Background: an optimization exercise with open tools, aiming at small area. Do not read the settings as production practice. In this exercise RTL edits were held to simulation tests only and were not proved equivalent to the original. No driver is modelled on the clock port, so clocking that relies on it looks cheaper here than on a real chip.

==> flow/flow/cellfuncs.py <==
#!/usr/bin/env python3
"""Write Verilog models of the combinational single-output cells of a
liberty file (their 'function' attributes), so that Yosys can flatten a mapped
netlist back to plain logic.  Usage: cellfuncs.py LIB OUT.v [cells used...]"""
import re, sys
lib = open(sys.argv[1]).read()
used = set(sys.argv[3:])
out = []
for body in re.split(r'\n\s*cell\s*\(', lib)[1:]:
    name = re.match(r'\s*"?(\w+)"?', body).group(1)
    if used and name not in used:
        continue
    if re.search(r'\b(ff|latch|statetable)\s*\(', body):
        continue
    pins = re.findall(r'pin\s*\(\s*"?(\w+)"?\s*\)\s*\{(.*?)\n\s{8}\}', body, re.S)
    ins, outs = [], []
    for p, pb in pins:
        d = re.search(r'direction\s*:\s*"?(\w+)"?', pb)
        if not d:
            continue
        if d.group(1) == 'input':
            ins.append(p)
        elif d.group(1) == 'output':
            f = re.search(r'function\s*:\s*"([^"]*)"', pb)
            outs.append((p, f.group(1) if f else None))
    if not outs or any(f is None for o, f in outs):
        continue
    assigns = []
    for o, f in outs:
        e = f.replace('!', '~').replace('*', '&').replace('+', '|')
        e = re.sub(r'(\w)\s+(?=[\w(~])', r'\1 & ', e)  # implicit AND by space
        e = re.sub(r'\)\s+(?=[\w(~])', r') & ', e)
        assigns.append("  assign %s = %s;\n" % (o, e))
    on = [o for o, f in outs]
    out.append("module %s(%s);\n  input %s;\n  output %s;\n%sendmodule\n" % (
        name, ", ".join(ins + on), ", ".join(ins), ", ".join(on), "".join(assigns)))
open(sys.argv[2], 'w').write("\n".join(out))
==> flow/design.v <==
module skin_detection(input [23:0] px, output skin);
    wire sk0, sk1;
    ha sk0_i(px[0], px[2], sk0, sk1);
    wire sk2, sk3;
    fa sk2_i(px[1], px[3], sk1, sk2, sk3);
    wire sk4, sk5;
    fa sk4_i(px[2], px[4], sk3, sk4, sk5);
    wire sk6, sk7;
    fa sk6_i(px[3], px[5], sk5, sk6, sk7);
    wire sk8, sk9;
    fa sk8_i(px[4], px[6], sk7, sk8, sk9);
    wire sk10, sk11;
    fa sk10_i(px[5], px[7], sk9, sk10, sk11);
    wire sk12, sk13;
    ha sk12_i(px[6], sk11, sk12, sk13);
    wire sk14, sk15;
    ha sk14_i(px[7], sk13, sk14, sk15);
    wire sk16, sk17;
    ha sk16_i(px[8], px[9], sk16, sk17);
    wire sk18, sk19;
    fa sk18_i(px[9], px[10], sk17, sk18, sk19);
    wire sk20, sk21;
    fa sk20_i(px[10], px[11], sk19, sk20, sk21);
    wire sk22, sk23;
    fa sk22_i(px[11], px[12], sk21, sk22, sk23);
    wire sk24, sk25;
    fa sk24_i(px[12], px[13], sk23, sk24, sk25);
    wire sk26, sk27;
    fa sk26_i(px[13], px[14], sk25, sk26, sk27);
    wire sk28, sk29;
    fa sk28_i(px[14], px[15], sk27, sk28, sk29);
    wire sk30, sk31;
    ha sk30_i(px[15], sk29, sk30, sk31);
    wire sk32, sk33;
    ha sk32_i(px[16], px[17], sk32, sk33);
    wire sk34, sk35;
    fa sk34_i(px[17], px[18], sk33, sk34, sk35);
    wire sk36, sk37;
    fa sk36_i(px[18], px[19], sk35, sk36, sk37);
    wire sk38, sk39;
    fa sk38_i(px[19], px[20], sk37, sk38, sk39);
    wire sk40, sk41;
    fa sk40_i(px[20], px[21], sk39, sk40, sk41);
    wire sk42, sk43;
    fa sk42_i(px[21], px[22], sk41, sk42, sk43);
    wire sk44, sk45;
    fa sk44_i(px[22], px[23], sk43, sk44, sk45);
    wire sk46, sk47;
    ha sk46_i(px[23], sk45, sk46, sk47);
    wire sk48 = px[1] & px[8];
    wire sk49 = (px[9] & sk48) | (px[9] & sk0) | (sk48 & sk0);
    wire sk50, sk51;
    fa sk50_i(px[10], sk49, sk2, sk50, sk51);
    wire sk52, sk53;
    fa sk52_i(px[11], sk51, sk4, sk52, sk53);
    wire sk54 = ~(sk52 ^ sk50);
    wire sk55 = sk52 & ~sk50;
    wire sk56, sk57;
    fa sk56_i(px[8], px[12], sk50, sk56, sk57);
    wire sk58, sk59;
    fa sk58_i(sk53, sk6, sk56, sk58, sk59);
    wire sk60, sk61;
    ha sk60_i(sk55, sk58, sk60, sk61);
    wire sk62, sk63;
    fa sk62_i(px[13], sk16, sk57, sk62, sk63);
    wire sk64, sk65;
    fa sk64_i(sk8, sk59, sk62, sk64, sk65);
    wire sk66, sk67;
    ha sk66_i(sk61, sk64, sk66, sk67);
    wire sk68, sk69;
    fa sk68_i(px[0], px[14], sk18, sk68, sk69);
    wire sk70, sk71;
    fa sk70_i(sk68, sk63, sk10, sk70, sk71);
    wire sk72, sk73;
    fa sk72_i(sk65, sk67, sk70, sk72, sk73);
    wire sk74, sk75;
    fa sk74_i(px[16], px[1], px[15], sk74, sk75);
    wire sk76, sk77;
    fa sk76_i(sk74, sk69, sk20, sk76, sk77);
    wire sk78, sk79;
    fa sk78_i(sk76, sk12, sk71, sk78, sk79);
    wire sk80, sk81;
    ha sk80_i(sk73, sk78, sk80, sk81);
    wire sk82, sk83;
    fa sk82_i(px[17], sk0, sk75, sk82, sk83);
    wire sk84, sk85;
    fa sk84_i(sk82, sk77, sk22, sk84, sk85);
    wire sk86, sk87;
    fa sk86_i(sk84, sk14, sk79, sk86, sk87);
    wire sk88 = ~(sk86 ^ sk81);
    wire sk89 = sk86 & ~sk81;
    wire sk90, sk91;
    fa sk90_i(px[18], sk2, sk83, sk90, sk91);
    wire sk92, sk93;
    fa sk92_i(sk90, sk24, sk85, sk92, sk93);
    wire sk94, sk95;
    fa sk94_i(sk92, sk15, sk81, sk94, sk95);
    wire sk96, sk97;
    fa sk96_i(sk87, sk89, sk94, sk96, sk97);
    wire sk98, sk99;
    fa sk98_i(px[19], sk4, sk91, sk98, sk99);
    wire sk100, sk101;
    fa sk100_i(sk98, sk26, sk93, sk100, sk101);
    wire sk102, sk103;
    fa sk102_i(sk100, sk95, sk97, sk102, sk103);
    wire sk104, sk105;
    fa sk104_i(px[20], sk6, sk99, sk104, sk105);
    wire sk106, sk107;
    fa sk106_i(sk104, sk28, sk101, sk106, sk107);
    wire sk108, sk109;
    ha sk108_i(sk106, sk103, sk108, sk109);
    wire sk110, sk111;
    fa sk110_i(px[21], sk8, sk105, sk110, sk111);
    wire sk112, sk113;
    fa sk112_i(sk110, sk30, sk107, sk112, sk113);
    wire sk114, sk115;
    ha sk114_i(sk112, sk109, sk114, sk115);
    wire sk116, sk117;
    fa sk116_i(px[22], sk10, sk111, sk116, sk117);
    wire sk118, sk119;
    fa sk118_i(sk31, sk116, sk113, sk118, sk119);
    wire sk120, sk121;
    ha sk120_i(sk118, sk115, sk120, sk121);
    wire sk122, sk123;
    fa sk122_i(px[23], sk12, sk117, sk122, sk123);
    wire sk124, sk125;
    fa sk124_i(sk122, sk119, sk121, sk124, sk125);
    wire sk126, sk127;
    fa sk126_i(sk14, sk123, sk125, sk126, sk127);
    wire sk128 = sk15 ^ sk127 ^ sk126;
    wire sk129, sk130;
    ha sk129_i(px[8], sk50, sk129, sk130);
    wire sk131, sk132;
    fa sk131_i(px[8], sk16, sk54, sk131, sk132);
    wire sk133 = ~(sk130 ^ sk131);
    wire sk134 = sk130 & ~sk131;
    wire sk135, sk136;
    fa sk135_i(sk18, sk132, sk60, sk135, sk136);
    wire sk137, sk138;
    ha sk137_i(sk134, sk135, sk137, sk138);
    wire sk139, sk140;
    fa sk139_i(sk20, sk136, sk66, sk139, sk140);
    wire sk141 = ~sk138;
    wire sk142, sk143;
    fa sk142_i(sk135, sk141, sk139, sk142, sk143);
    wire sk144, sk145;
    fa sk144_i(sk22, sk140, sk72, sk144, sk145);
    wire sk146 = sk143 ^ sk144;
    wire sk147 = ~(sk143 | sk144);
    wire sk148, sk149;
    fa sk148_i(sk24, sk80, sk145, sk148, sk149);
    wire sk150 = ~(sk147 ^ sk148);
    wire sk151 = sk147 & ~sk148;
    wire sk152, sk153;
    fa sk152_i(sk26, sk88, sk149, sk152, sk153);
    wire sk154, sk155;
    ha sk154_i(sk151, sk152, sk154, sk155);
    wire sk156, sk157;
    fa sk156_i(sk28, sk96, sk153, sk156, sk157);
    wire sk158, sk159;
    ha sk158_i(sk152, sk156, sk158, sk159);
    wire sk160 = ~sk158;
    wire sk161, sk162;
    fa sk161_i(px[8], sk155, sk160, sk161, sk162);
    wire sk163, sk164;
    fa sk163_i(sk30, sk102, sk157, sk163, sk164);
    wire sk165, sk166;
    ha sk165_i(sk159, sk163, sk165, sk166);
    wire sk167 = ~sk165;
    wire sk168, sk169;
    fa sk168_i(px[9], sk162, sk167, sk168, sk169);
    wire sk170, sk171;
    fa sk170_i(sk31, sk108, sk164, sk170, sk171);
    wire sk172 = ~sk166;
    wire sk173, sk174;
    fa sk173_i(px[10], sk172, sk169, sk173, sk174);
    wire sk175 = ~(sk173 ^ sk170);
    wire sk176 = sk173 & ~sk170;
    wire sk177, sk178;
    fa sk177_i(px[11], sk174, sk176, sk177, sk178);
    wire sk179, sk180;
    ha sk179_i(sk114, sk171, sk179, sk180);
    wire sk181 = ~(sk177 ^ sk179);
    wire sk182 = sk177 & ~sk179;
    wire sk183, sk184;
    fa sk183_i(px[12], sk178, sk182, sk183, sk184);
    wire sk185 = ~sk183;
    wire sk186, sk187;
    fa sk186_i(sk120, sk180, sk185, sk186, sk187);
    wire sk188 = ~sk124;
    wire sk189, sk190;
    fa sk189_i(px[13], sk188, sk184, sk189, sk190);
    wire sk191 = ~(sk189 ^ sk187);
    wire sk192 = sk189 & ~sk187;
    wire sk193, sk194;
    fa sk193_i(px[14], sk126, sk190, sk193, sk194);
    wire sk195, sk196;
    ha sk195_i(sk192, sk193, sk195, sk196);
    wire sk197, sk198;
    fa sk197_i(px[15], sk128, sk194, sk197, sk198);
    wire sk199, sk200;
    ha sk199_i(sk196, sk197, sk199, sk200);
    wire sk201 = ~(sk200 ^ sk198);
    wire sk202 = ~(sk50 ^ px[16]);
    wire sk203 = sk50 & ~px[16];
    wire sk204 = ~sk203;
    wire sk205, sk206;
    fa sk205_i(sk32, sk204, sk54, sk205, sk206);
    wire sk207, sk208;
    fa sk207_i(sk34, sk206, sk60, sk207, sk208);
    wire sk209, sk210;
    fa sk209_i(sk36, sk208, sk66, sk209, sk210);
    wire sk211, sk212;
    fa sk211_i(sk38, sk210, sk72, sk211, sk212);
    wire sk213, sk214;
    fa sk213_i(sk40, sk80, sk212, sk213, sk214);
    wire sk215 = sk211 ^ sk213;
    wire sk216 = ~(sk211 | sk213);
    wire sk217, sk218;
    fa sk217_i(sk42, sk88, sk214, sk217, sk218);
    wire sk219, sk220;
    ha sk219_i(sk216, sk217, sk219, sk220);
    wire sk221, sk222;
    fa sk221_i(sk44, sk96, sk218, sk221, sk222);
    wire sk223 = ~sk217;
    wire sk224, sk225;
    fa sk224_i(px[16], sk223, sk220, sk224, sk225);
    wire sk226 = ~(sk224 ^ sk221);
    wire sk227 = sk224 & ~sk221;
    wire sk228, sk229;
    fa sk228_i(sk46, sk102, sk222, sk228, sk229);
    wire sk230, sk231;
    fa sk230_i(px[17], sk225, sk227, sk230, sk231);
    wire sk232 = ~(sk230 ^ sk228);
    wire sk233 = sk230 & ~sk228;
    wire sk234, sk235;
    fa sk234_i(sk47, sk108, sk229, sk234, sk235);
    wire sk236, sk237;
    fa sk236_i(px[18], sk231, sk233, sk236, sk237);
    wire sk238, sk239;
    ha sk238_i(sk234, sk236, sk238, sk239);
    wire sk240, sk241;
    fa sk240_i(sk114, sk235, sk234, sk240, sk241);
    wire sk242, sk243;
    fa sk242_i(px[19], sk237, sk239, sk242, sk243);
    wire sk244 = ~(sk242 ^ sk240);
    wire sk245 = sk242 & ~sk240;
    wire sk246, sk247;
    fa sk246_i(px[20], sk243, sk245, sk246, sk247);
    wire sk248, sk249;
    ha sk248_i(sk120, sk241, sk248, sk249);
    wire sk250 = ~(sk246 ^ sk248);
    wire sk251 = sk246 & ~sk248;
    wire sk252, sk253;
    fa sk252_i(px[21], sk247, sk251, sk252, sk253);
    wire sk254, sk255;
    ha sk254_i(sk124, sk249, sk254, sk255);
    wire sk256 = ~(sk252 ^ sk254);
    wire sk257 = sk252 & ~sk254;
    wire sk258, sk259;
    fa sk258_i(px[22], sk126, sk253, sk258, sk259);
    wire sk260 = ~sk255;
    wire sk261, sk262;
    fa sk261_i(sk260, sk257, sk258, sk261, sk262);
    wire sk263, sk264;
    fa sk263_i(px[23], sk128, sk259, sk263, sk264);
    wire sk265 = ~(sk263 ^ sk262);
    wire sk266 = sk263 & ~sk262;
    wire sk267 = sk264 ^ sk262 ^ sk266;
    assign skin = (~(~sk128) | (~(~sk126) & (~(sk124) | (~(sk120) & (~(sk114) | (~(sk108) & (~(sk102) | (~(sk96) & (~(sk88) | (~(sk80) | (~(sk72) | (~(sk66) & (~(sk60) & (~(sk54) | ~(~sk50))))))))))))))) & (~(sk201) & (~(sk199) & (~(sk195) | (~(sk191) | (~(~sk186) & (~(sk181) | (~(sk175) | (~(sk168) | (~(sk161) & (~(sk154) & (~(sk150) | (~(sk146) & (~(~sk142) | (~(sk137) | (~(sk133) & ~(sk129)))))))))))))))) & (~(sk267) & (~(sk265) & (~(sk261) | (~(sk256) & (~(sk250) | (~(sk244) & (~(sk238) & (~(sk232) | (~(sk226) & (~(sk219) & (~(sk215) & (~(sk211) & (~(~sk209) & ~(~sk207))))))))))))));
endmodule
module fa(input a, input b, input c, output s, output co);
    assign s = a ^ b ^ c;
    assign co = (a & b) | (a & c) | (b & c);
endmodule
module ha(input a, input b, output s, output co);
    assign s = a ^ b;
    assign co = a & b;
endmodule
module position(input [23:0] px, output [7:0] grey);
    wire [2:0] gr_t3;
    grey_r3 u_t3(.r(px[23:16]), .q(gr_t3));
    wire gr0 = (px[6] & px[7]) | (px[6] & px[2]) | (px[7] & px[2]);
    wire gr1 = ~px[2];
    wire gr2, gr3;
    fa gr2_i(px[0], gr1, gr0, gr2, gr3);
    wire gr4 = gr2 & ~px[3];
    wire gr5, gr6;
    fa gr5_i(px[0], px[1], gr3, gr5, gr6);
    wire gr7 = ~px[4];
    wire gr8 = (gr7 & gr4) | (gr7 & gr5) | (gr4 & gr5);
    wire gr9, gr10;
    fa gr9_i(px[1], px[2], gr6, gr9, gr10);
    wire gr11 = ~px[5];
    wire gr12 = (gr11 & gr8) | (gr11 & gr9) | (gr8 & gr9);
    wire gr13, gr14;
    fa gr13_i(px[2], px[3], gr10, gr13, gr14);
    wire gr15 = ~px[6];
    wire gr16 = (gr15 & gr12) | (gr15 & gr13) | (gr12 & gr13);
    wire gr17, gr18;
    fa gr17_i(px[0], px[3], px[4], gr17, gr18);
    wire gr19, gr20;
    fa gr19_i(gr17, gr14, gr16, gr19, gr20);
    wire gr21 = gr19 & ~px[7];
    wire gr22 = px[14] & ~px[12];
    wire gr23, gr24;
    fa gr23_i(px[12], px[13], px[15], gr23, gr24);
    wire gr25 = (px[8] & gr22) | (px[8] & gr23) | (gr22 & gr23);
    wire gr26, gr27;
    fa gr26_i(px[14], gr24, gr25, gr26, gr27);
    wire gr28 = ~gr26;
    wire gr29 = (px[8] & px[9]) | (px[8] & gr28) | (px[9] & gr28);
    wire gr30 = ~px[10];
    wire gr31, gr32;
    fa gr31_i(px[15], gr30, gr27, gr31, gr32);
    wire gr33 = gr31 & ~gr29;
    wire gr34, gr35;
    fa gr34_i(px[8], gr32, gr33, gr34, gr35);
    wire gr36 = gr34 & ~px[11];
    wire gr37, gr38;
    fa gr37_i(px[9], gr35, gr36, gr37, gr38);
    wire gr39 = gr37 & ~px[12];
    wire gr40, gr41;
    fa gr40_i(px[10], gr38, gr39, gr40, gr41);
    wire gr42 = gr40 & ~px[13];
    wire gr43, gr44;
    fa gr43_i(px[1], px[4], px[5], gr43, gr44);
    wire gr45, gr46;
    fa gr45_i(px[11], gr18, gr43, gr45, gr46);
    wire gr47, gr48;
    fa gr47_i(gr45, gr_t3[0], gr20, gr47, gr48);
    wire gr49, gr50;
    fa gr49_i(gr21, gr47, gr41, gr49, gr50);
    wire gr51, gr52;
    fa gr51_i(px[14], gr42, gr49, gr51, gr52);
    wire gr53, gr54;
    fa gr53_i(px[2], px[5], px[6], gr53, gr54);
    wire gr55, gr56;
    fa gr55_i(px[12], gr44, gr53, gr55, gr56);
    wire gr57, gr58;
    fa gr57_i(gr46, gr55, gr_t3[1], gr57, gr58);
    wire gr59, gr60;
    fa gr59_i(gr57, gr48, gr50, gr59, gr60);
    wire gr61, gr62;
    ha gr61_i(px[14], px[15], gr61, gr62);
    wire gr63 = ~gr61;
    wire gr64, gr65;
    fa gr64_i(gr63, gr52, gr59, gr64, gr65);
    wire gr66, gr67;
    fa gr66_i(px[3], px[6], px[7], gr66, gr67);
    wire gr68, gr69;
    fa gr68_i(px[13], gr54, gr66, gr68, gr69);
    wire gr70, gr71;
    fa gr70_i(gr56, gr68, gr_t3[2], gr70, gr71);
    wire gr72, gr73;
    fa gr72_i(gr58, gr70, gr60, gr72, gr73);
    wire gr74 = ~gr62;
    wire gr75, gr76;
    fa gr75_i(gr74, gr65, gr72, gr75, gr76);
    wire gr77, gr78;
    fa gr77_i(px[4], px[7], px[14], gr77, gr78);
    wire gr79, gr80;
    fa gr79_i(gr67, gr77, gr69, gr79, gr80);
    wire gr81, gr82;
    fa gr81_i(gr79, gr71, gr73, gr81, gr82);
    wire gr83 = ~(gr81 ^ gr76);
    wire gr84 = gr81 & ~gr76;
    wire gr85, gr86;
    fa gr85_i(px[5], px[15], gr78, gr85, gr86);
    wire gr87, gr88;
    fa gr87_i(gr85, gr80, gr82, gr87, gr88);
    wire gr89, gr90;
    fa gr89_i(gr76, gr84, gr87, gr89, gr90);
    wire gr91, gr92;
    fa gr91_i(px[6], gr86, gr88, gr91, gr92);
    wire gr93, gr94;
    fa gr93_i(gr90, gr91, gr89, gr93, gr94);
    wire gr95, gr96;
    fa gr95_i(px[7], gr92, gr94, gr95, gr96);
    wire gr97 = ~(gr95 ^ gr93);
    wire gr98 = gr95 & ~gr93;
    wire gr99 = gr93 ^ gr96 ^ gr98;
    assign grey = {~gr99, gr97, ~gr93, ~gr89, gr83, gr75, gr64, gr51};
endmodule
module grey_r3(input [7:0] r, output reg [2:0] q);
    always @* case (r)
        8'd0: q = 3'd0;
        8'd1: q = 3'd0;
        8'd2: q = 3'd0;
        8'd3: q = 3'd0;
        8'd4: q = 3'd0;
        8'd5: q = 3'd0;
        8'd6: q = 3'd0;
        8'd7: q = 3'd0;
        8'd8: q = 3'd0;
        8'd9: q = 3'd0;
        8'd10: q = 3'd0;
        8'd11: q = 3'd0;
        8'd12: q = 3'd0;
        8'd13: q = 3'd0;
        8'd14: q = 3'd0;
        8'd15: q = 3'd0;
        8'd16: q = 3'd0;
        8'd17: q = 3'd0;
        8'd18: q = 3'd0;
        8'd19: q = 3'd0;
        8'd20: q = 3'd0;
        8'd21: q = 3'd0;
        8'd22: q = 3'd0;
        8'd23: q = 3'd0;
        8'd24: q = 3'd0;
        8'd25: q = 3'd0;
        8'd26: q = 3'd0;
        8'd27: q = 3'd0;
        8'd28: q = 3'd0;
        8'd29: q = 3'd0;
        8'd30: q = 3'd0;
        8'd31: q = 3'd0;
        8'd32: q = 3'd0;
        8'd33: q = 3'd0;
        8'd34: q = 3'd1;
        8'd35: q = 3'd1;
        8'd36: q = 3'd1;
        8'd37: q = 3'd1;
        8'd38: q = 3'd1;
        8'd39: q = 3'd1;
        8'd40: q = 3'd1;
        8'd41: q = 3'd1;
        8'd42: q = 3'd1;
        8'd43: q = 3'd1;
        8'd44: q = 3'd1;
        8'd45: q = 3'd1;
        8'd46: q = 3'd1;
        8'd47: q = 3'd1;
        8'd48: q = 3'd1;
        8'd49: q = 3'd1;
        8'd50: q = 3'd1;
        8'd51: q = 3'd1;
        8'd52: q = 3'd1;
        8'd53: q = 3'd1;
        8'd54: q = 3'd1;
        8'd55: q = 3'd1;
        8'd56: q = 3'd1;
        8'd57: q = 3'd1;
        8'd58: q = 3'd1;
        8'd59: q = 3'd1;
        8'd60: q = 3'd1;
        8'd61: q = 3'd1;
        8'd62: q = 3'd1;
        8'd63: q = 3'd1;
        8'd64: q = 3'd1;
        8'd65: q = 3'd1;
        8'd66: q = 3'd1;
        8'd67: q = 3'd2;
        8'd68: q = 3'd2;
        8'd69: q = 3'd2;
        8'd70: q = 3'd2;
        8'd71: q = 3'd2;
        8'd72: q = 3'd2;
        8'd73: q = 3'd2;
        8'd74: q = 3'd2;
        8'd75: q = 3'd2;
        8'd76: q = 3'd2;
        8'd77: q = 3'd2;
        8'd78: q = 3'd2;
        8'd79: q = 3'd2;
        8'd80: q = 3'd2;
        8'd81: q = 3'd2;
        8'd82: q = 3'd2;
        8'd83: q = 3'd2;
        8'd84: q = 3'd2;
        8'd85: q = 3'd2;
        8'd86: q = 3'd2;
        8'd87: q = 3'd2;
        8'd88: q = 3'd2;
        8'd89: q = 3'd2;
        8'd90: q = 3'd2;
        8'd91: q = 3'd2;
        8'd92: q = 3'd2;
        8'd93: q = 3'd2;
        8'd94: q = 3'd2;
        8'd95: q = 3'd2;
        8'd96: q = 3'd2;
        8'd97: q = 3'd2;
        8'd98: q = 3'd2;
        8'd99: q = 3'd2;
        8'd100: q = 3'd3;
        8'd101: q = 3'd3;
        8'd102: q = 3'd3;
        8'd103: q = 3'd3;
        8'd104: q = 3'd3;
        8'd105: q = 3'd3;
        8'd106: q = 3'd3;
        8'd107: q = 3'd3;
        8'd108: q = 3'd3;
        8'd109: q = 3'd3;
        8'd110: q = 3'd3;
        8'd111: q = 3'd3;
        8'd112: q = 3'd3;
        8'd113: q = 3'd3;
        8'd114: q = 3'd3;
        8'd115: q = 3'd3;
        8'd116: q = 3'd3;
        8'd117: q = 3'd3;
        8'd118: q = 3'd3;
        8'd119: q = 3'd3;
        8'd120: q = 3'd3;
        8'd121: q = 3'd3;
        8'd122: q = 3'd3;
        8'd123: q = 3'd3;
        8'd124: q = 3'd3;
        8'd125: q = 3'd3;
        8'd126: q = 3'd3;
        8'd127: q = 3'd3;
        8'd128: q = 3'd3;
        8'd129: q = 3'd3;
        8'd130: q = 3'd3;
        8'd131: q = 3'd3;
        8'd132: q = 3'd3;
        8'd133: q = 3'd3;
        8'd134: q = 3'd4;
        8'd135: q = 3'd4;
        8'd136: q = 3'd4;
        8'd137: q = 3'd4;
        8'd138: q = 3'd4;
        8'd139: q = 3'd4;
        8'd140: q = 3'd4;
        8'd141: q = 3'd4;
        8'd142: q = 3'd4;
        8'd143: q = 3'd4;
        8'd144: q = 3'd4;
        8'd145: q = 3'd4;
        8'd146: q = 3'd4;
        8'd147: q = 3'd4;
        8'd148: q = 3'd4;
        8'd149: q = 3'd4;
        8'd150: q = 3'd4;
        8'd151: q = 3'd4;
        8'd152: q = 3'd4;
        8'd153: q = 3'd4;
        8'd154: q = 3'd4;
        8'd155: q = 3'd4;
        8'd156: q = 3'd4;
        8'd157: q = 3'd4;
        8'd158: q = 3'd4;
        8'd159: q = 3'd4;
        8'd160: q = 3'd4;
        8'd161: q = 3'd4;
        8'd162: q = 3'd4;
        8'd163: q = 3'd4;
        8'd164: q = 3'd4;
        8'd165: q = 3'd4;
        8'd166: q = 3'd4;
        8'd167: q = 3'd5;
        8'd168: q = 3'd5;
        8'd169: q = 3'd5;
        8'd170: q = 3'd5;
        8'd171: q = 3'd5;
        8'd172: q = 3'd5;
        8'd173: q = 3'd5;
        8'd174: q = 3'd5;
        8'd175: q = 3'd5;
        8'd176: q = 3'd5;
        8'd177: q = 3'd5;
        8'd178: q = 3'd5;
        8'd179: q = 3'd5;
        8'd180: q = 3'd5;
        8'd181: q = 3'd5;
        8'd182: q = 3'd5;
        8'd183: q = 3'd5;
        8'd184: q = 3'd5;
        8'd185: q = 3'd5;
        8'd186: q = 3'd5;
        8'd187: q = 3'd5;
        8'd188: q = 3'd5;
        8'd189: q = 3'd5;
        8'd190: q = 3'd5;
        8'd191: q = 3'd5;
        8'd192: q = 3'd5;
        8'd193: q = 3'd5;
        8'd194: q = 3'd5;
        8'd195: q = 3'd5;
        8'd196: q = 3'd5;
        8'd197: q = 3'd5;
        8'd198: q = 3'd5;
        8'd199: q = 3'd5;
        8'd200: q = 3'd6;
        8'd201: q = 3'd6;
        8'd202: q = 3'd6;
        8'd203: q = 3'd6;
        8'd204: q = 3'd6;
        8'd205: q = 3'd6;
        8'd206: q = 3'd6;
        8'd207: q = 3'd6;
        8'd208: q = 3'd6;
        8'd209: q = 3'd6;
        8'd210: q = 3'd6;
        8'd211: q = 3'd6;
        8'd212: q = 3'd6;
        8'd213: q = 3'd6;
        8'd214: q = 3'd6;
        8'd215: q = 3'd6;
        8'd216: q = 3'd6;
        8'd217: q = 3'd6;
        8'd218: q = 3'd6;
        8'd219: q = 3'd6;
        8'd220: q = 3'd6;
        8'd221: q = 3'd6;
        8'd222: q = 3'd6;
        8'd223: q = 3'd6;
        8'd224: q = 3'd6;
        8'd225: q = 3'd6;
        8'd226: q = 3'd6;
        8'd227: q = 3'd6;
        8'd228: q = 3'd6;
        8'd229: q = 3'd6;
        8'd230: q = 3'd6;
        8'd231: q = 3'd6;
        8'd232: q = 3'd6;
        8'd233: q = 3'd6;
        8'd234: q = 3'd7;
        8'd235: q = 3'd7;
        8'd236: q = 3'd7;
        8'd237: q = 3'd7;
        8'd238: q = 3'd7;
        8'd239: q = 3'd7;
        8'd240: q = 3'd7;
        8'd241: q = 3'd7;
        8'd242: q = 3'd7;
        8'd243: q = 3'd7;
        8'd244: q = 3'd7;
        8'd245: q = 3'd7;
        8'd246: q = 3'd7;
        8'd247: q = 3'd7;
        8'd248: q = 3'd7;
        8'd249: q = 3'd7;
        8'd250: q = 3'd7;
        8'd251: q = 3'd7;
        8'd252: q = 3'd7;
        8'd253: q = 3'd7;
        8'd254: q = 3'd7;
        8'd255: q = 3'd7;
    endcase
endmodule
module colour_change #
(
    parameter DATA_WIDTH = 24
)
(
    input  wire                  clk,
    input  wire                  n_rst,
    input  wire [DATA_WIDTH-1:0] i_vid_data,
    input  wire                  i_vid_hsync,
    input  wire                  i_vid_vsync,
    input  wire                  i_vid_VDE,
    output wire [DATA_WIDTH-1:0] o_vid_data,
    output wire                  o_vid_hsync,
    output wire                  o_vid_vsync,
    output wire                  o_vid_VDE,
    input  wire [3:0]            btn,
    input  wire [3:0]            sw,
    output wire [3:0]            led
);
    assign led = 4'd0;
    wire m1 = (sw == 4'd1);
    wire m2 = (sw == 4'd2);
    wire m3 = (sw == 4'd3);
    wire fx = m1 | m2 | m3;           
    reg [23:0] d1, d2, d3;
    reg sk3;
    reg hs, vs, de;
    wire skin;
    skin_detection u_skin(.px(d2), .skin(skin));
    wire [7:0] grey;
    position u_grey(.px(d1), .grey(grey));
    reg  [10:0] h;
    wire [11:0] hc;
    wire [10:0] hinc;
    assign hc[0] = i_vid_VDE;
    genvar i;
    generate for (i = 0; i < 11; i = i + 1) begin : g_inc
        ha u_ha(.a(h[i]), .b(hc[i]), .s(hinc[i]), .co(hc[i+1]));
    end endgenerate
    wire wrap = hc[7] & h[8] & h[9] & h[10];    
    wire hkeep = n_rst & ~wrap;
    always @(posedge clk)
        h <= hinc & {11{hkeep}};
    wire band = (h > 11'd200) && (h < 11'd800);
    always @(posedge clk) begin
        d1 <= i_vid_data;
        d2 <= d1;
        d3 <= d2;
        sk3 <= skin;
        hs <= i_vid_hsync;
        vs <= i_vid_vsync;
        de <= i_vid_VDE;
    end
    wire s_d3  = m1 & sk3;                  
    wire s_ff  = m1 & ~sk3;                 
    wire s_d1  = m3 & ~band;                
    wire s_nd1 = m2;                        
    wire s_gr  = m3 & band;                 
    wire s_in  = ~fx;                       
    wire [7:0] gx_n  = ~({8{s_gr}} & grey);            
    wire [7:0] gxf_n = ~(({8{s_gr}} & grey) | {8{s_ff}});  
    wire [23:0] x_n = {gxf_n, gxf_n, gx_n};
    generate for (i = 0; i < 24; i = i + 1) begin : g_out
        omux u_mux(.a1(s_d3), .a2(d3[i]), .c1(s_in), .c2(i_vid_data[i]),
                   .d(d1[i]), .d1(s_d1), .d0(s_nd1), .xn(x_n[i]), .o(o_vid_data[i]));
    end endgenerate
    assign o_vid_hsync = fx ? hs : i_vid_hsync;
    assign o_vid_vsync = fx ? vs : i_vid_vsync;
    assign o_vid_VDE   = fx ? de : i_vid_VDE;
endmodule
module omux(input a1, input a2, input c1, input c2, input d, input d1, input d0, input xn, output o);
    assign o = (a1 & a2) | (c1 & c2) | (d ? d1 : d0) | ~xn;
endmodule
==> flow/config.mk <==
export PLATFORM = sky130hd
export DESIGN_NAME = colour_change
export DESIGN_NICKNAME = colour_change
export VERILOG_FILES = /design/flow/design.v
export SDC_FILE = /design/flow/constraint.sdc
export NUM_CORES = 4
export LEC_CHECK = 0
export CAP_MARGIN = 20
export CORE_MARGIN = 2
export CORE_UTILIZATION = 40
export CTS_BUF_LIST = sky130_fd_sc_hd__clkbuf_8
export CTS_CLUSTER_DIAMETER = 100
export CTS_CLUSTER_SIZE = 50
export SLEW_MARGIN = 20
export SYNTH_HIERARCHICAL = 1
==> flow/standard.sh <==
#!/bin/bash
# synth_recipe.tcl (not shown) runs the flow's synth.tcl, then flattens the netlist and writes it again
# the make line also repeats each setting of config.mk as NAME=value (left out here)
make -C /OpenROAD-flow-scripts/flow DESIGN_CONFIG=/design/flow/config.mk WORK_HOME=/design/flow/orfs CLKGATE_MAP_FILE= SYNTH_SCRIPT=/design/flow/synth_recipe.tcl "${@:-finish}"
==> flow/constraint.sdc <==
create_clock -name core_clock -period 20.0 [get_ports {clk}]
set_input_delay 4.0000 -clock core_clock [delete_from_list [all_inputs] [get_ports {clk}]]
set_output_delay 4.0000 -clock core_clock [all_outputs]
set_load 0.01 [all_outputs]
==> flow/flow/run.sh <==
#!/bin/bash
# Layout flow: the standard ORFS flow (standard.sh) with
#  1. port buffers of the smallest buffer cell (buffer_ports -buffer_cell buf_1);
#  2. clock tree synthesis without dummy load cells;
#  3. after the standard synthesis, the combinational cells other than the
#     full-adder cells are re-mapped by ABC for area (registers, full adders
#     and tie cells are kept as they are, so every register keeps its name
#     and cell).
# Each tool's output goes to a log file of its own in this folder.
set -euo pipefail
export BUFFER_PORTS_ARGS="-buffer_cell sky130_fd_sc_hd__buf_1"
export CTS_ARGS="-sink_clustering_enable -repair_clock_nets -dont_use_dummy_load -buf_list sky130_fd_sc_hd__clkbuf_8 -sink_clustering_size 50 -sink_clustering_max_diameter 100"

bash standard.sh synth > synth.log 2>&1

RES=orfs/results/$FLOW_PLATFORM/colour_change/base
LOGD=orfs/logs/$FLOW_PLATFORM/colour_change/base
LIB=$FLOW_HOME/platforms/$FLOW_PLATFORM/lib/sky130_fd_sc_hd__tt_025C_1v80.lib
YOSYS=$FLOW_HOME/../tools/install/yosys/bin/yosys
[ -x "$YOSYS" ] || YOSYS=yosys

cp $RES/1_2_yosys.v synth_netlist.v
KEEP='sky130_fd_sc_hd__(fa_1|dfxtp_1|conb_1)$'
CELLS=$(grep -o 'sky130_fd_sc_hd__[a-z0-9_]*' synth_netlist.v | sort -u | grep -Ev "$KEEP" || true)
python3 flow/cellfuncs.py $LIB cellfuncs.v $CELLS > cellfuncs.log 2>&1
DONT_USE=$(grep -m1 '^abc -script' $LOGD/1_2_yosys.log | grep -o '\-dont_use [^ ]*' | tr '\n' ' ')
cat > resynth.ys <<EOT
read_liberty -lib $LIB
read_verilog -overwrite cellfuncs.v
read_verilog synth_netlist.v
hierarchy -top $FLOW_TOP
flatten
techmap
opt -fast
hierarchy -top $FLOW_TOP
abc -liberty $LIB $DONT_USE -script flow/resynth.abc
setundef -zero
splitnets
opt_clean -purge
hilomap -singleton -hicell sky130_fd_sc_hd__conb_1 HI -locell sky130_fd_sc_hd__conb_1 LO
opt_clean -purge
stat -liberty $LIB
write_verilog -noattr -noexpr -nohex -nodec resynth_netlist.v
EOT
$YOSYS -s resynth.ys > resynth.log 2>&1
cp resynth_netlist.v $RES/1_2_yosys.v
rm -f $RES/1_synth.odb

bash standard.sh > standard.log 2>&1
==> flow/flow/resynth.abc <==
strash
dch -f
map -a
strash
dch -f
map -a
strash
dch -f
map -a
topo
==> flow_metrics.env, run 1 <==
export IMPL_core_sq_mm=0.0146
export IMPL_worstSkewPairLatency_ns=0.36
export IMPL_finalHoldViolCount=0
export IMPL_reg2reg_to="sk3$_DFF_P_"
export IMPL_drive_gt1_frac=0.0274
export IMPL_vias=4358
export IMPL_synth_area_per_cell_sq_um=10.3
export IMPL_fin_skew_ns=0.0174
export IMPL_seqCellArea_sq_mm=0.00174
export IMPL_path_clk_slew_ns=0.08
export IMPL_cts_sinks=87
export IMPL_slowest_delay_ns=0.61
export IMPL_min_period_ns=13.01
export IMPL_min_from="d1[16]$_DFF_P_"
export IMPL_post_drt_wl_per_cell_um=17.0
export IMPL_hold_path_class="flop to flop"
export IMPL_hold_depth=0
export IMPL_vias_per_cell=5.19
export IMPL_grt_overflow=0
export IMPL_r2r_cells=35
export IMPL_cts_setup_buffers=0
export IMPL_die_h_um=127
export IMPL_finalMaxSlewViolations=0
export IMPL_syn_inst=585
export IMPL_rsz0062_at_grt="no"
export IMPL_grt_pass1_wl_um=23200
export IMPL_critPathRequiredTime_ns=16.00
export IMPL_ant_nets=0
export IMPL_cts_max_path_buffers=2
export IMPL_grt_usage=0.188
export IMPL_initial_core_util=0.413
export IMPL_dp_hpwl_um=11800
export IMPL_timing_fmax_ghz=0.0769
export IMPL_row_count=44
export IMPL_arrival_ns=9.01
export IMPL_antenna_found_initial=0
export IMPL_die_w_um=127
export IMPL_drc=0
export IMPL_tritoncts="done"
export IMPL_grt_pass1_vias=4578
export IMPL_crit_type="flop to primary output"
export IMPL_relSlewSlack=0.262
export IMPL_tightest_slew_ns=1.10
export IMPL_cp_top_family="adder cells"
export IMPL_final_setup_viol_count=0
export IMPL_cts_htree_levels=3
export IMPL_postCtsHoldBufs=0
export IMPL_ctsResizeCount=0
export IMPL_die_area_sq_mm=0.0161
export IMPL_dr_first_iter_drc_count=201
export IMPL_final_core_util=0.453
export IMPL_ys_warn_count=8
export IMPL_gp_congestion=0.842
export IMPL_grt_max_degree=28
export IMPL_cap_violations=0
export IMPL_regToRegSetupSlack_ns=9.00
export IMPL_setup_tns_ns=0
export IMPL_startpoint_type="flop"
export IMPL_drt_total_wl_um=14300
export IMPL_cts_root_buf="clkbuf_8"
export IMPL_numCtsBuffers=9
export IMPL_multiInputGateArea_sq_mm=0.00406
export IMPL_status="finished clean"
export IMPL_cpMostUsedCell="fa_1"
export IMPL_place_port_buffers=59
export IMPL_r2r_start="d2[2]$_DFF_P_"
export IMPL_crit_slowest_cell="dfxtp_1"
export IMPL_antenna_cells=0
export IMPL_syn_area_sq_mm=0.00605
export IMPL_num_fill_cells=1402
export IMPL_pin_count=68
export IMPL_holdPathEnd="d2[16]$_DFF_P_"
export IMPL_finalCritPeriodShare=0.651
export IMPL_syn_to_final_growth_pct=9.70
export IMPL_layout_nets=817
export IMPL_firstDrtPassIters=5
export IMPL_worstPathMaxFanout=8
export IMPL_cp_end_kind="primary output"
export IMPL_critPathBufInv=4
final cells by class:
type | instances | share of cell area
Timing Repair Buffer | 59 | 0.0334
Tap cell | 184 | 0.0347
Multi-Input combinational cell | 433 | 0.612
Clock buffer | 9 | 0.0187
Sequential cell | 87 | 0.263
Inverter | 68 | 0.0385
worst max-delay path by stage:
stage | startpoint | endpoint | slack [ns] | cells after the start
after floorplan | d1[15]$_DFF_P_ | o_vid_data[23] | 8.08 | 27
after global routing | d1[15]$_DFF_P_ | o_vid_data[15] | 6.57 | 28
after global placement | d1[15]$_DFF_P_ | o_vid_data[23] | 7.51 | 28
after detailed placement | d1[15]$_DFF_P_ | o_vid_data[23] | 7.39 | 28
after CTS | d1[15]$_DFF_P_ | o_vid_data[23] | 6.98 | 28
final | d1[15]$_DFF_P_ | o_vid_data[23] | 6.99 | 28
layout by cell type, fill, tap and decap left out, types with 5 or more instances in the layout:
cell,count
a21oi_1,23
a221oi_1,5
a22oi_1,21
a31oi_1,5
and2_2,6
buf_1,59
clkbuf_8,9
clkinv_1,68
dfxtp_1,87
fa_1,122
nand2_1,68
nand3_1,8
nor2_1,88
nor3_1,8
o2111ai_1,16
o211ai_1,7
o21ai_0,21
xor2_1,9
worst reg2reg max path: cells and delay by family, from the launching register on:
| kind | cells | cell delay (ns) |
|---|---|---|
| simple gates | 9 | 1.29 |
| xor+xnor | 1 | 0.15 |
| flops | 1 | 0.46 |
| fa+ha+maj | 17 | 7.96 |
| compound gates | 2 | 0.51 |
| buf+inv | 6 | 0.50 |
state kept, by name, summed over array words and instances, names as in the netlist:
register and count:
d2 24, hs 1, de 1, h 11
d3 24, d1 24, vs 1, sk3 1
layer usage:
layer / track usage / up-vias / routed length (um)
met5: 0 / - / 0
met4: 0.0769 / 0 / 373
met3: 0.0270 / 22 / 652
met2: 0.311 / 128 / 6770
met1: 0.251 / 2124 / 6450
li1: - / 2084 / -
through the flow:
stage	setup WS, ns	cells	area, sq um	hold slack (ns)
after global routing	6.57	840	6630	0.360
after detailed placement	7.39	831	6510	0.345
after floorplan	8.08	588	6060	0.338
after CTS	6.98	840	6630	0.355
final	6.99	840	6630	0.355
after global placement	7.51	831	6510	0.342
==> run 2, diff against run 1 <==
--- a/flow/design.v
+++ b/flow/design.v
@@ -278,8 +278,14 @@
     assign co = a & b;
 endmodule
 module position(input [23:0] px, output [7:0] grey);
-    wire [2:0] gr_t3;
-    grey_r3 u_t3(.r(px[23:16]), .q(gr_t3));
+    wire [2:0] t_r3;
+    grey_r3 u_r3(.x(px[23:16]), .q(t_r3));
+    wire [4:0] t_bh;
+    grey_bh u_bh(.x(px[15:12]), .q(t_bh));
+    wire [0:0] t_bl;
+    grey_bl u_bl(.x(px[11:8]), .q(t_bl));
+    wire [0:0] t_bc;
+    grey_bc u_bc(.x(px[15:8]), .q(t_bc));
     wire gr0 = (px[6] & px[7]) | (px[6] & px[2]) | (px[7] & px[2]);
     wire gr1 = ~px[2];
     wire gr2, gr3;
@@ -302,88 +308,63 @@
     wire gr19, gr20;
     fa gr19_i(gr17, gr14, gr16, gr19, gr20);
     wire gr21 = gr19 & ~px[7];
-    wire gr22 = px[14] & ~px[12];
-    wire gr23, gr24;
-    fa gr23_i(px[12], px[13], px[15], gr23, gr24);
-    wire gr25 = (px[8] & gr22) | (px[8] & gr23) | (gr22 & gr23);
+    wire gr22, gr23;
+    fa gr22_i(px[1], px[4], px[5], gr22, gr23);
+    wire gr24, gr25;
+    fa gr24_i(gr18, gr22, t_r3[0], gr24, gr25);
     wire gr26, gr27;
-    fa gr26_i(px[14], gr24, gr25, gr26, gr27);
-    wire gr28 = ~gr26;
-    wire gr29 = (px[8] & px[9]) | (px[8] & gr28) | (px[9] & gr28);
-    wire gr30 = ~px[10];
-    wire gr31, gr32;
-    fa gr31_i(px[15], gr30, gr27, gr31, gr32);
-    wire gr33 = gr31 & ~gr29;
+    fa gr26_i(t_bh[0], t_bl[0], t_bc[0], gr26, gr27);
+    wire gr28, gr29;
+    fa gr28_i(gr24, gr26, gr20, gr28, gr29);
+    wire gr30 = ~(gr28 ^ gr21);
+    wire gr31 = gr28 & ~gr21;
+    wire gr32, gr33;
+    fa gr32_i(px[2], px[5], px[6], gr32, gr33);
     wire gr34, gr35;
-    fa gr34_i(px[8], gr32, gr33, gr34, gr35);
-    wire gr36 = gr34 & ~px[11];
-    wire gr37, gr38;
-    fa gr37_i(px[9], gr35, gr36, gr37, gr38);
-    wire gr39 = gr37 & ~px[12];
+    fa gr34_i(gr23, gr32, t_r3[1], gr34, gr35);
+    wire gr36, gr37;
+    fa gr36_i(t_bh[1], gr25, gr27, gr36, gr37);
+    wire gr38, gr39;
+    fa gr38_i(gr34, gr36, gr21, gr38, gr39);
     wire gr40, gr41;
-    fa gr40_i(px[10], gr38, gr39, gr40, gr41);
-    wire gr42 = gr40 & ~px[13];
-    wire gr43, gr44;
-    fa gr43_i(px[1], px[4], px[5], gr43, gr44);
-    wire gr45, gr46;
-    fa gr45_i(px[11], gr18, gr43, gr45, gr46);
-    wire gr47, gr48;
-    fa gr47_i(gr45, gr_t3[0], gr20, gr47, gr48);
-    wire gr49, gr50;
-    fa gr49_i(gr21, gr47, gr41, gr49, gr50);
-    wire gr51, gr52;
-    fa gr51_i(px[14], gr42, gr49, gr51, gr52);
-    wire gr53, gr54;
-    fa gr53_i(px[2], px[5], px[6], gr53, gr54);
-    wire gr55, gr56;
-    fa gr55_i(px[12], gr44, gr53, gr55, gr56);
-    wire gr57, gr58;
-    fa gr57_i(gr46, gr55, gr_t3[1], gr57, gr58);
-    wire gr59, gr60;
-    fa gr59_i(gr57, gr48, gr50, gr59, gr60);
-    wire gr61, gr62;
-    ha gr61_i(px[14], px[15], gr61, gr62);
-    wire gr63 = ~gr61;
+    fa gr40_i(gr29, gr31, gr38, gr40, gr41);
+    wire gr42, gr43;
+    fa gr42_i(px[3], px[6], px[7], gr42, gr43);
+    wire gr44, gr45;
+    fa gr44_i(gr33, gr42, t_r3[2], gr44, gr45);
+    wire gr46, gr47;
+    fa gr46_i(t_bh[2], gr35, gr44, gr46, gr47);
+    wire gr48, gr49;
+    fa gr48_i(gr37, gr46, gr39, gr48, gr49);
+    wire gr50, gr51;
+    fa gr50_i(gr41, gr48, gr40, gr50, gr51);
+    wire gr52, gr53;
+    fa gr52_i(px[4], px[7], gr43, gr52, gr53);
+    wire gr54, gr55;
+    fa gr54_i(gr52, t_bh[3], gr45, gr54, gr55);
+    wire gr56, gr57;
+    fa gr56_i(gr47, gr54, gr49, gr56, gr57);
+    wire gr58, gr59;
+    fa gr58_i(gr56, gr51, gr50, gr58, gr59);
+    wire gr60, gr61;
+    fa gr60_i(px[5], gr53, t_bh[4], gr60, gr61);
+    wire gr62, gr63;
+    fa gr62_i(gr60, gr55, gr57, gr62, gr63);
     wire gr64, gr65;
-    fa gr64_i(gr63, gr52, gr59, gr64, gr65);
+    fa gr64_i(gr62, gr59, gr58, gr64, gr65);
     wire gr66, gr67;
-    fa gr66_i(px[3], px[6], px[7], gr66, gr67);
+    fa gr66_i(px[6], gr61, gr63, gr66, gr67);
     wire gr68, gr69;
-    fa gr68_i(px[13], gr54, gr66, gr68, gr69);
+    fa gr68_i(gr66, gr65, gr64, gr68, gr69);
     wire gr70, gr71;
-    fa gr70_i(gr56, gr68, gr_t3[2], gr70, gr71);
-    wire gr72, gr73;
-    fa gr72_i(gr58, gr70, gr60, gr72, gr73);
-    wire gr74 = ~gr62;
-    wire gr75, gr76;
-    fa gr75_i(gr74, gr65, gr72, gr75, gr76);
-    wire gr77, gr78;
-    fa gr77_i(px[4], px[7], px[14], gr77, gr78);
-    wire gr79, gr80;
-    fa gr79_i(gr67, gr77, gr69, gr79, gr80);
-    wire gr81, gr82;
-    fa gr81_i(gr79, gr71, gr73, gr81, gr82);
-    wire gr83 = ~(gr81 ^ gr76);
-    wire gr84 = gr81 & ~gr76;
-    wire gr85, gr86;
-    fa gr85_i(px[5], px[15], gr78, gr85, gr86);
-    wire gr87, gr88;
-    fa gr87_i(gr85, gr80, gr82, gr87, gr88);
-    wire gr89, gr90;
-    fa gr89_i(gr76, gr84, gr87, gr89, gr90);
-    wire gr91, gr92;
-    fa gr91_i(px[6], gr86, gr88, gr91, gr92);
-    wire gr93, gr94;
-    fa gr93_i(gr90, gr91, gr89, gr93, gr94);
-    wire gr95, gr96;
-    fa gr95_i(px[7], gr92, gr94, gr95, gr96);
-    wire gr97 = ~(gr95 ^ gr93);
-    wire gr98 = gr95 & ~gr93;
-    wire gr99 = gr93 ^ gr96 ^ gr98;
-    assign grey = {~gr99, gr97, ~gr93, ~gr89, gr83, gr75, gr64, gr51};
+    fa gr70_i(px[7], gr67, gr69, gr70, gr71);
+    wire gr72 = ~(gr70 ^ gr68);
+    wire gr73 = gr70 & ~gr68;
+    wire gr74 = gr68 ^ gr71 ^ gr73;
+    assign grey = {~gr74, gr72, ~gr68, ~gr64, ~gr58, ~gr50, ~gr40, gr30};
 endmodule
-module grey_r3(input [7:0] r, output reg [2:0] q);
-    always @* case (r)
+module grey_r3(input [7:0] x, output reg [2:0] q);
+    always @* case (x)
         8'd0: q = 3'd0;
         8'd1: q = 3'd0;
         8'd2: q = 3'd0;
@@ -642,6 +623,306 @@
         8'd255: q = 3'd7;
     endcase
 endmodule
+module grey_bh(input [3:0] x, output reg [4:0] q);
+    always @* case (x)
+        4'd0: q = 5'd0;
+        4'd1: q = 5'd1;
+        4'd2: q = 5'd3;
+        4'd3: q = 5'd5;
+        4'd4: q = 5'd7;
+        4'd5: q = 5'd8;
+        4'd6: q = 5'd10;
+        4'd7: q = 5'd12;
+        4'd8: q = 5'd14;
+        4'd9: q = 5'd15;
+        4'd10: q = 5'd17;
+        4'd11: q = 5'd19;
+        4'd12: q = 5'd21;
+        4'd13: q = 5'd22;
+        4'd14: q = 5'd24;
+        4'd15: q = 5'd26;
+    endcase
+endmodule
+module grey_bl(input [3:0] x, output reg [0:0] q);
+    always @* case (x)
+        4'd0: q = 1'd0;
+        4'd1: q = 1'd0;
+        4'd2: q = 1'd0;
+        4'd3: q = 1'd0;
+        4'd4: q = 1'd0;
+        4'd5: q = 1'd0;
+        4'd6: q = 1'd0;
+        4'd7: q = 1'd0;
+        4'd8: q = 1'd0;
+        4'd9: q = 1'd0;
+        4'd10: q = 1'd1;
+        4'd11: q = 1'd1;
+        4'd12: q = 1'd1;
+        4'd13: q = 1'd1;
+        4'd14: q = 1'd1;
+        4'd15: q = 1'd1;
+    endcase
+endmodule
+module grey_bc(input [7:0] x, output reg [0:0] q);
+    always @* case (x)
+        8'd0: q = 1'd0;
+        8'd1: q = 1'd0;
+        8'd2: q = 1'd0;
+        8'd3: q = 1'd0;
+        8'd4: q = 1'd0;
+        8'd5: q = 1'd0;
+        8'd6: q = 1'd0;
+        8'd7: q = 1'd0;
+        8'd8: q = 1'd0;
+        8'd9: q = 1'd0;
+        8'd10: q = 1'd0;
+        8'd11: q = 1'd0;
+        8'd12: q = 1'd0;
+        8'd13: q = 1'd0;
+        8'd14: q = 1'd0;
+        8'd15: q = 1'd0;
+        8'd16: q = 1'd0;
+        8'd17: q = 1'd0;
+        8'd18: q = 1'd0;
+        8'd19: q = 1'd1;
+        8'd20: q = 1'd1;
+        8'd21: q = 1'd1;
+        8'd22: q = 1'd1;
+        8'd23: q = 1'd1;
+        8'd24: q = 1'd1;
+        8'd25: q = 1'd1;
+        8'd26: q = 1'd0;
+        8'd27: q = 1'd0;
+        8'd28: q = 1'd1;
+        8'd29: q = 1'd1;
+        8'd30: q = 1'd1;
+        8'd31: q = 1'd1;
+        8'd32: q = 1'd0;
+        8'd33: q = 1'd0;
+        8'd34: q = 1'd0;
+        8'd35: q = 1'd0;
+        8'd36: q = 1'd0;
+        8'd37: q = 1'd1;
+        8'd38: q = 1'd1;
+        8'd39: q = 1'd1;
+        8'd40: q = 1'd1;
+        8'd41: q = 1'd1;
+        8'd42: q = 1'd0;
+        8'd43: q = 1'd0;
+        8'd44: q = 1'd0;
+        8'd45: q = 1'd0;
+        8'd46: q = 1'd1;
+        8'd47: q = 1'd1;
+        8'd48: q = 1'd0;
+        8'd49: q = 1'd0;
+        8'd50: q = 1'd0;
+        8'd51: q = 1'd0;
+        8'd52: q = 1'd0;
+        8'd53: q = 1'd0;
+        8'd54: q = 1'd0;
+        8'd55: q = 1'd1;
+        8'd56: q = 1'd1;
+        8'd57: q = 1'd1;
+        8'd58: q = 1'd0;
+        8'd59: q = 1'd0;
+        8'd60: q = 1'd0;
+        8'd61: q = 1'd0;
+        8'd62: q = 1'd0;
+        8'd63: q = 1'd0;
+        8'd64: q = 1'd0;
+        8'd65: q = 1'd0;
+        8'd66: q = 1'd0;
+        8'd67: q = 1'd0;
+        8'd68: q = 1'd0;
+        8'd69: q = 1'd0;
+        8'd70: q = 1'd0;
+        8'd71: q = 1'd0;
+        8'd72: q = 1'd0;
+        8'd73: q = 1'd1;
+        8'd74: q = 1'd0;
+        8'd75: q = 1'd0;
+        8'd76: q = 1'd0;
+        8'd77: q = 1'd0;
+        8'd78: q = 1'd0;
+        8'd79: q = 1'd0;
+        8'd80: q = 1'd0;
+        8'd81: q = 1'd0;
+        8'd82: q = 1'd1;
+        8'd83: q = 1'd1;
+        8'd84: q = 1'd1;
+        8'd85: q = 1'd1;
+        8'd86: q = 1'd1;
+        8'd87: q = 1'd1;
+        8'd88: q = 1'd1;
+        8'd89: q = 1'd1;
+        8'd90: q = 1'd0;
+        8'd91: q = 1'd1;
+        8'd92: q = 1'd1;
+        8'd93: q = 1'd1;
+        8'd94: q = 1'd1;
+        8'd95: q = 1'd1;
+        8'd96: q = 1'd0;
+        8'd97: q = 1'd0;
+        8'd98: q = 1'd0;
+        8'd99: q = 1'd0;
+        8'd100: q = 1'd1;
+        8'd101: q = 1'd1;
+        8'd102: q = 1'd1;
+        8'd103: q = 1'd1;
+        8'd104: q = 1'd1;
+        8'd105: q = 1'd1;
+        8'd106: q = 1'd0;
+        8'd107: q = 1'd0;
+        8'd108: q = 1'd0;
+        8'd109: q = 1'd0;
+        8'd110: q = 1'd1;
+        8'd111: q = 1'd1;
+        8'd112: q = 1'd0;
+        8'd113: q = 1'd0;
+        8'd114: q = 1'd0;
+        8'd115: q = 1'd0;
+        8'd116: q = 1'd0;
+        8'd117: q = 1'd0;
+        8'd118: q = 1'd0;
+        8'd119: q = 1'd1;
+        8'd120: q = 1'd1;
+        8'd121: q = 1'd1;
+        8'd122: q = 1'd0;
+        8'd123: q = 1'd0;
+        8'd124: q = 1'd0;
+        8'd125: q = 1'd0;
+        8'd126: q = 1'd0;
+        8'd127: q = 1'd0;
+        8'd128: q = 1'd0;
+        8'd129: q = 1'd0;
+        8'd130: q = 1'd0;
+        8'd131: q = 1'd0;
+        8'd132: q = 1'd0;
+        8'd133: q = 1'd0;
+        8'd134: q = 1'd0;
+        8'd135: q = 1'd0;
+        8'd136: q = 1'd0;
+        8'd137: q = 1'd1;
+        8'd138: q = 1'd0;
+        8'd139: q = 1'd0;
+        8'd140: q = 1'd0;
+        8'd141: q = 1'd0;
+        8'd142: q = 1'd0;
+        8'd143: q = 1'd0;
+        8'd144: q = 1'd0;
+        8'd145: q = 1'd0;
+        8'd146: q = 1'd1;
+        8'd147: q = 1'd1;
+        8'd148: q = 1'd1;
+        8'd149: q = 1'd1;
+        8'd150: q = 1'd1;
+        8'd151: q = 1'd1;
+        8'd152: q = 1'd1;
+        8'd153: q = 1'd1;
+        8'd154: q = 1'd0;
+        8'd155: q = 1'd1;
+        8'd156: q = 1'd1;
+        8'd157: q = 1'd1;
+        8'd158: q = 1'd1;
+        8'd159: q = 1'd1;
+        8'd160: q = 1'd0;
+        8'd161: q = 1'd0;
+        8'd162: q = 1'd0;
+        8'd163: q = 1'd0;
+        8'd164: q = 1'd1;
+        8'd165: q = 1'd1;
+        8'd166: q = 1'd1;
+        8'd167: q = 1'd1;
+        8'd168: q = 1'd1;
+        8'd169: q = 1'd1;
+        8'd170: q = 1'd0;
+        8'd171: q = 1'd0;
+        8'd172: q = 1'd0;
+        8'd173: q = 1'd1;
+        8'd174: q = 1'd1;
+        8'd175: q = 1'd1;
+        8'd176: q = 1'd0;
+        8'd177: q = 1'd0;
+        8'd178: q = 1'd0;
+        8'd179: q = 1'd0;
+        8'd180: q = 1'd0;
+        8'd181: q = 1'd0;
+        8'd182: q = 1'd1;
+        8'd183: q = 1'd1;
+        8'd184: q = 1'd1;
+        8'd185: q = 1'd1;
+        8'd186: q = 1'd0;
+        8'd187: q = 1'd0;
+        8'd188: q = 1'd0;
+        8'd189: q = 1'd0;
+        8'd190: q = 1'd0;
+        8'd191: q = 1'd1;
+        8'd192: q = 1'd0;
+        8'd193: q = 1'd0;
+        8'd194: q = 1'd0;
+        8'd195: q = 1'd0;
+        8'd196: q = 1'd0;
+        8'd197: q = 1'd0;
+        8'd198: q = 1'd0;
+        8'd199: q = 1'd0;
+        8'd200: q = 1'd1;
+        8'd201: q = 1'd1;
+        8'd202: q = 1'd0;
+        8'd203: q = 1'd0;
+        8'd204: q = 1'd0;
+        8'd205: q = 1'd0;
+        8'd206: q = 1'd0;
+        8'd207: q = 1'd0;
+        8'd208: q = 1'd0;
+        8'd209: q = 1'd0;
+        8'd210: q = 1'd1;
+        8'd211: q = 1'd1;
+        8'd212: q = 1'd1;
+        8'd213: q = 1'd1;
+        8'd214: q = 1'd1;
+        8'd215: q = 1'd1;
+        8'd216: q = 1'd1;
+        8'd217: q = 1'd1;
+        8'd218: q = 1'd0;
+        8'd219: q = 1'd1;
+        8'd220: q = 1'd1;
+        8'd221: q = 1'd1;
+        8'd222: q = 1'd1;
+        8'd223: q = 1'd1;
+        8'd224: q = 1'd0;
+        8'd225: q = 1'd0;
+        8'd226: q = 1'd0;
+        8'd227: q = 1'd0;
+        8'd228: q = 1'd1;
+        8'd229: q = 1'd1;
+        8'd230: q = 1'd1;
+        8'd231: q = 1'd1;
+        8'd232: q = 1'd1;
+        8'd233: q = 1'd1;
+        8'd234: q = 1'd0;
+        8'd235: q = 1'd0;
+        8'd236: q = 1'd0;
+        8'd237: q = 1'd1;
+        8'd238: q = 1'd1;
+        8'd239: q = 1'd1;
+        8'd240: q = 1'd0;
+        8'd241: q = 1'd0;
+        8'd242: q = 1'd0;
+        8'd243: q = 1'd0;
+        8'd244: q = 1'd0;
+        8'd245: q = 1'd0;
+        8'd246: q = 1'd1;
+        8'd247: q = 1'd1;
+        8'd248: q = 1'd1;
+        8'd249: q = 1'd1;
+        8'd250: q = 1'd0;
+        8'd251: q = 1'd0;
+        8'd252: q = 1'd0;
+        8'd253: q = 1'd0;
+        8'd254: q = 1'd0;
+        8'd255: q = 1'd1;
+    endcase
+endmodule
 module colour_change #
 (
     parameter DATA_WIDTH = 24
--- a/flow/flow/run.sh
+++ b/flow/flow/run.sh
@@ -1,7 +1,8 @@
 #!/bin/bash
 # Layout flow: the standard ORFS flow (standard.sh) with
 #  1. port buffers of the smallest buffer cell (buffer_ports -buffer_cell buf_1);
-#  2. clock tree synthesis without dummy load cells;
+#  2. clock tree synthesis without dummy load cells, then smaller clock
+#     buffers where the clock slew allows (flow/post_cts.tcl);
 #  3. after the standard synthesis, the combinational cells other than the
 #     full-adder cells are re-mapped by ABC for area (registers, full adders
 #     and tie cells are kept as they are, so every register keeps its name
@@ -9,6 +10,7 @@
 # Each tool's output goes to a log file of its own in this folder.
 set -euo pipefail
 export BUFFER_PORTS_ARGS="-buffer_cell sky130_fd_sc_hd__buf_1"
+export POST_CTS_TCL="$PWD/flow/post_cts.tcl"
 export CTS_ARGS="-sink_clustering_enable -repair_clock_nets -dont_use_dummy_load -buf_list sky130_fd_sc_hd__clkbuf_8 -sink_clustering_size 50 -sink_clustering_max_diameter 100"
 
 bash standard.sh synth > synth.log 2>&1
==> flow/flow/post_cts.tcl (new file) <==
set small sky130_fd_sc_hd__clkbuf_4
set limit 0.112
set block [ord::get_db_block]
if {![get_property [lindex [all_clocks] 0] is_propagated]} { set_propagated_clock [all_clocks] }
proc leaf_max_slew { net } {
  set worst 0
  foreach it [$net getITerms] {
    if {[[$it getMTerm] getName] != "CLK"} { continue }
    set pin [get_pins [[$it getInst] getName]/CLK]
    set s [get_property $pin slew_max]
    if {$s > $worst} { set worst $s }
  }
  return $worst
}
foreach inst [$block getInsts] {
  set m [[$inst getMaster] getName]
  if {![string match "sky130_fd_sc_hd__clkbuf_*" $m]} { continue }
  set onet [[$inst findITerm X] getNet]
  if {![string match "*leaf*" [$onet getName]]} { continue }
  set iname [$inst getName]
  replace_cell $iname $small
  estimate_parasitics -placement
  set s [leaf_max_slew $onet]
  if {$s > $limit} {
    replace_cell $iname $m
    estimate_parasitics -placement
    puts "post_cts: $iname kept as $m (slew [format %.3f $s] with $small)"
  } else {
    puts "post_cts: $iname -> $small (slew [format %.3f $s])"
  }
}

# the root buffer only drives the leaf buffers
foreach inst [$block getInsts] {
  set m [[$inst getMaster] getName]
  if {![string match "sky130_fd_sc_hd__clkbuf_*" $m]} { continue }
  set inet [[$inst findITerm A] getNet]
  if {[llength [$inet getBTerms]] == 0} { continue }
  set iname [$inst getName]
  replace_cell $iname $small
  estimate_parasitics -placement
  set worst 0
  foreach inst2 [$block getInsts] {
    if {![string match "sky130_fd_sc_hd__clkbuf_*" [[$inst2 getMaster] getName]] || $inst2 == $inst} { continue }
    set on [[$inst2 findITerm X] getNet]
    set s [leaf_max_slew $on]
    if {$s > $worst} { set worst $s }
  }
  if {$worst > $limit} {
    replace_cell $iname $m
    estimate_parasitics -placement
    puts "post_cts: root $iname kept as $m"
  } else {
    puts "post_cts: root $iname -> $small (worst sink slew [format %.3f $worst])"
  }
}
==> flow_metrics.env, run 2 <==
export IMPL_hold_path_class="flop to flop"
export IMPL_reg_top3="d1: 24 flops, d2: 24 flops, d3: 24 flops"
export IMPL_dr_first_iter_drc_count=215
export IMPL_die_h_um=127
export IMPL_tritoncts="done"
export IMPL_drt_total_wl_um=14100
export IMPL_ys_warn_count=11
export IMPL_postPlaceCellArea_sq_mm=0.00648
export IMPL_syn_area_sq_mm=0.00601
export IMPL_drc=0
export IMPL_path_clk_slew_ns=0.09
export IMPL_grt_pass1_wl_um=23300
export IMPL_worstSkewPairLatency_ns=0.44
export IMPL_slowest_delay_ns=0.54
export IMPL_grt_pass1_vias=4622
export IMPL_crit_chain="maj3_1 > fa_1 > fa_1 > fa_1 > fa_1 > a22oi_1 > a21oi_1 > fa_1 > clkinv_1 > nor2_1 > fa_1 > fa_1 > fa_1 > fa_1 > fa_1 > fa_1 > fa_1 > nor2_1 > clkinv_1 > or2_2 > a21oi_1 > nor2_1 > o2111ai_1 > buf_1"
export IMPL_antenna_found_initial=1
export IMPL_ant_nets=0
export IMPL_grt_usage=0.186
export IMPL_post_place_ws_ns=7.90
export IMPL_setup_tns_ns=0
export IMPL_crit_type="flop to primary output"
export IMPL_firstDrtPassIters=5
export IMPL_vias=4449
export IMPL_critPathRequiredTime_ns=16.00
export IMPL_crit_slowest_cell="fa_1"
export IMPL_pin_count=68
export IMPL_layout_nets=817
export IMPL_worstPathMaxFanout=8
export IMPL_rsz0062_at_grt="no"
export IMPL_final_cell_mix="fa_1 (116), dfxtp_1 (87), nor2_1 (84)"
export IMPL_grt_max_degree=28
export IMPL_finalMaxSlewViolations=0
export IMPL_critPathBufInv=3
export IMPL_finalCritPeriodShare=0.627
export IMPL_tightest_slew_ns=0.963
export IMPL_initial_core_util=0.412
export IMPL_postLayoutCellArea_sq_mm=0.00657
export IMPL_dp_hpwl_um=11700
export IMPL_core_sq_mm=0.0146
export IMPL_drive_gt1_frac=0.0302
export IMPL_syn_inst=591
export IMPL_die_w_um=127
export IMPL_fin_skew_ns=0.0235
export IMPL_startpoint_type="flop"
export IMPL_status="finished clean"
export IMPL_arrival_ns=8.54
export IMPL_place_port_buffers=59
export IMPL_finalWorstSetupSlack_ns=7.46
export IMPL_vias_per_cell=5.25
export IMPL_cpMostUsedCell="fa_1"
export IMPL_grt_overflow=0
export IMPL_min_period_ns=12.54
export IMPL_final_common_cell="fa_1"
export IMPL_cap_violations=0
export IMPL_relSlewSlack=0.353
export IMPL_gp_congestion=0.896
export IMPL_syn_to_final_growth_pct=9.28
export IMPL_final_setup_viol_count=0
export IMPL_row_count=44
export IMPL_die_area_sq_mm=0.0160
export IMPL_finalHoldViolCount=0
export IMPL_post_drt_wl_per_cell_um=16.6
export IMPL_timing_fmax_ghz=0.0797
export IMPL_synth_area_per_cell_sq_um=10.2
export IMPL_cp_top_family="adder cells"
export IMPL_cp_end_kind="primary output"
export IMPL_cts_sinks=87
## run 2: worst paths after layout
check | startpoint | to | slack (ns) | depth (start not counted)
hold reg to reg | d1[21]$_DFF_P_ | d2[21]$_DFF_P_ | 0.40 | 0
hold / removal | d1[21]$_DFF_P_ | d2[21]$_DFF_P_ | 0.40 | 0
setup reg to reg | d2[2]$_DFF_P_ | sk3$_DFF_P_ | 8.72 | 36
setup / recovery | d1[7]$_DFF_P_ | o_vid_data[15] | 7.46 | 24
## run 2: stage by stage
| stage | hold slack (ns) | cells | utilization |
|---|---|---|---|
| floorplan | 0.375 | 594 | - |
| global placement | 0.395 | 837 | 0.444 |
| detailed placement | 0.404 | 837 | 0.444 |
| global route | 0.420 | 847 | 0.451 |
| finish | 0.401 | 847 | 0.451 |
## run 2: cell type report
| cell class | instances | area (sq um) |
|---|---|---|
| diodes | 1 | 2.50 |
| inverters | 68 | 255 |
| fillers | 1402 | 8020 |
| clock buffers | 9 | 92.6 |
| well taps | 184 | 230 |
| flip-flops and latches | 87 | 1740 |
| repair buffers | 59 | 221 |
| multi-input cells | 439 | 4030 |
## run 2: routing by layer
layer  wire (um)  GRT usage
met4         360     0.0730
met5           0          0
met2        7060      0.318
met1        6200      0.245
met3         453     0.0198

-- port drivers added, routing unchanged --
Ports are ideal in the flow. The routed layouts listed here were re-timed in OpenROAD. Step 1: set_driving_cell puts a clkbuf_16 on clk and a buf_2 on each other input, an assumption about the parent block. Step 2 adds t to the input delays and takes it off the output delays; t is the mean of the earliest and latest rising clock arrival at the registers after step 1. Input paths then give back, and output paths get back, about the clock's delay inside the block. Slacks: no drivers / after step 1 / after step 2; pairs: no drivers / after step 1.
run	shift t [ns]	slack for setup (ns)	worst data-port slew with drivers (ns)
run 1	0.390	6.989 / 6.953 / 7.343	0.05
run 2	0.454	7.460 / 7.427 / 7.880	0.04
After both steps every run listed still meets setup and hold.
